What follows belongs to an exercise in optimizing a design on an open flow for a short achievable clock period and few clock cycles; a production flow would make more cautious choices.
Only simulation tests tie the RTL to the original design; equivalence was not proved.

## mips
module mips(
	input clk, reset,
    output [31:0] instr_addr,
    input [31:0] instr_in,
    output [31:0] data_addr,
    input [31:0] data_in,
    output logic [31:0] data_out,
    output logic [1:0] data_access_size,
    output data_rd_wr);
	parameter [31:0] pc_init = 0;
	parameter [31:0] sp_init = 0;
	parameter [31:0] ra_init = 0;
	localparam BI = 4;                
	localparam BN = 1 << BI;
	localparam BT = 8;                
	logic [31:0] pc;
	assign instr_addr = pc;
	logic [31:0] pc_plus4;
	assign pc_plus4 = pc + 32'd4;
	logic [BN-1:0] btb_v;
	logic [BT-1:0] btb_tag [0:BN-1];
	logic [31:0] btb_tgt [0:BN-1];
	wire [BI-1:0] f_idx = pc[BI+1:2];
	wire f_hit = btb_v[f_idx] && (btb_tag[f_idx] == pc[BT+BI+1:BI+2]);
	wire [31:0] f_pred = f_hit ? btb_tgt[f_idx] : pc_plus4;
	logic i_v;
	logic [31:0] i_pc, i_pc4;
	logic d_v;
	logic [31:0] ir, d_pc, d_pc4, d_pnpc;
	logic [31:0] ras;
	wire [5:0] op = ir[31:26];
	wire [5:0] fn = ir[5:0];
	wire [4:0] rs = ir[25:21];
	wire [4:0] rt = ir[20:16];
	wire [4:0] rd = ir[15:11];
	wire [15:0] imm = ir[15:0];
	wire is_r    = (op == 6'h00);
	wire is_sll  = is_r && (fn == 6'h00);
	wire is_addu = is_r && (fn == 6'h21);
	wire is_subu = is_r && (fn == 6'h23);
	wire is_jr   = is_r && (fn == 6'h08);
	wire is_mul  = (op == 6'h1c) && (fn == 6'h02);
	wire is_addiu = (op == 6'h09);
	wire is_lui  = (op == 6'h0f);
	wire is_slti = (op == 6'h0a);
	wire is_lw   = (op == 6'h23);
	wire is_lbu  = (op == 6'h24);
	wire is_sw   = (op == 6'h2b);
	wire is_sb   = (op == 6'h28);
	wire is_j    = (op == 6'h02);
  ...
export LEC_CHECK = 0
export CAP_MARGIN = 20
export CORE_MARGIN = 2
export CORE_UTILIZATION = 40
export PLACE_DENSITY = 0.6
export SLEW_MARGIN = 20
create_clock -name core_clock -period 15.0 [get_ports {clk}]
standard.sh (not shown) runs the stock make flow with config.mk's settings and CLKGATE_MAP_FILE= SYNTH_SCRIPT=/design/flow/synth_recipe.tcl, a recipe that flattens the netlist after the stock synthesis.
==> flow/flow/run.sh <==
#!/bin/bash
set -euo pipefail
bash standard.sh SETUP_SLACK_MARGIN=10.5 finish > standard_flow.log 2>&1
Testbench counts at the start, summed over its fixed seeds: cycles 181,283.
Change:
==> flow/run.sh (new file) <==
#!/bin/bash
# synth_recipe.tcl (not shown) runs the flow's synth.tcl, then flattens the netlist and writes it again
# the make line also repeats each setting of config.mk as NAME=value (left out here)
make -C /OpenROAD-flow-scripts/flow DESIGN_CONFIG=/design/flow/config.mk WORK_HOME=/design/flow/orfs CLKGATE_MAP_FILE= SYNTH_SCRIPT=/design/flow/synth_recipe.tcl finish
removed: flow/flow/run.sh
removed: flow/standard.sh
Clock skew grows by 0.044 ns.
Wire length shrinks by 6.7%.
Die area stays the same.
Worst setup slack loses 2.7 ns.


mips, a different RTL version from the one above (not shown whole).
Size in the first run: about 9500 cells after synthesis, about 170 I/O pins, about 0.11 mm² of cells after synthesis.
Settings: LEC_CHECK=0, CAP_MARGIN=20, CORE_MARGIN=2, CORE_UTILIZATION=40, PLACE_DENSITY=0.6, SLEW_MARGIN=20; clock period 15.0 ns.
==> flow/flow/run.sh <==
#!/bin/bash
set -euo pipefail
bash standard.sh SETUP_SLACK_MARGIN=10.5 "BUFFER_PORTS_ARGS=-buffer_cell sky130_fd_sc_hd__buf_8" finish > standard_flow.log 2>&1
Testbench counts at the start, summed over its fixed seeds: cycles 170,054.
Rerun with:
==> flow/flow/run.sh (replaced) <==
#!/bin/bash
set -euo pipefail
bash standard.sh SETUP_SLACK_MARGIN=10.5 "BUFFER_PORTS_ARGS=-buffer_cell sky130_fd_sc_hd__buf_8" CTS_CLUSTER_SIZE=20 CTS_CLUSTER_DIAMETER=100 finish > standard_flow.log 2>&1
What happened: First-iteration DRC count is higher by 2.5%. Cell area is lower by about 3%. Cell count is lower by about 1.4%. Routed wire length is lower by about 1.4%. Global-route usage is lower by 0.13 points. Setup slack got worse by 0.021 ns.

[re-timing with driven ports]
How much do the figures lean on ideal ports? The routed layouts below were timed once more, with nothing changed but the port constraints.
Step 1, drivers: a clkbuf_16 drives clk and a buf_2 each remaining input, both assumed.
Step 2, shift: input delay + t, output delay - t, t = (earliest + latest rising clock arrival at the registers) / 2. This alone moves slack from input paths to output paths.
Slacks: ideal / step 1 / step 2; pairs: ideal / step 1.
| run | t, ns | slack for setup (ns) | latest minus earliest clock arrival (ns) | slew at the worst register clock pin (ns) |
|---|---|---|---|---|
| the first run of note 1 | 0.980 | 10.323 / 10.313 / 9.751 | 0.049 / 0.050 | 0.07 / 0.07 |
| the second run of note 1 | 0.980 | 7.625 / 7.625 / 7.625 | 0.092 / 0.093 | 0.07 / 0.07 |
| the first run of note 2 | 0.992 | 10.247 / 10.289 / 9.308 | 0.160 / 0.160 | 0.07 / 0.07 |
| the second run of note 2 | 0.921 | 10.227 / 10.269 / 9.371 | 0.124 / 0.124 | 0.10 / 0.10 |
After both steps setup and hold are still met in every run listed. For the first run of note 2, which loses most, drivers alone change the setup slack by +0.042 ns; drivers and shift together by -0.939 ns.
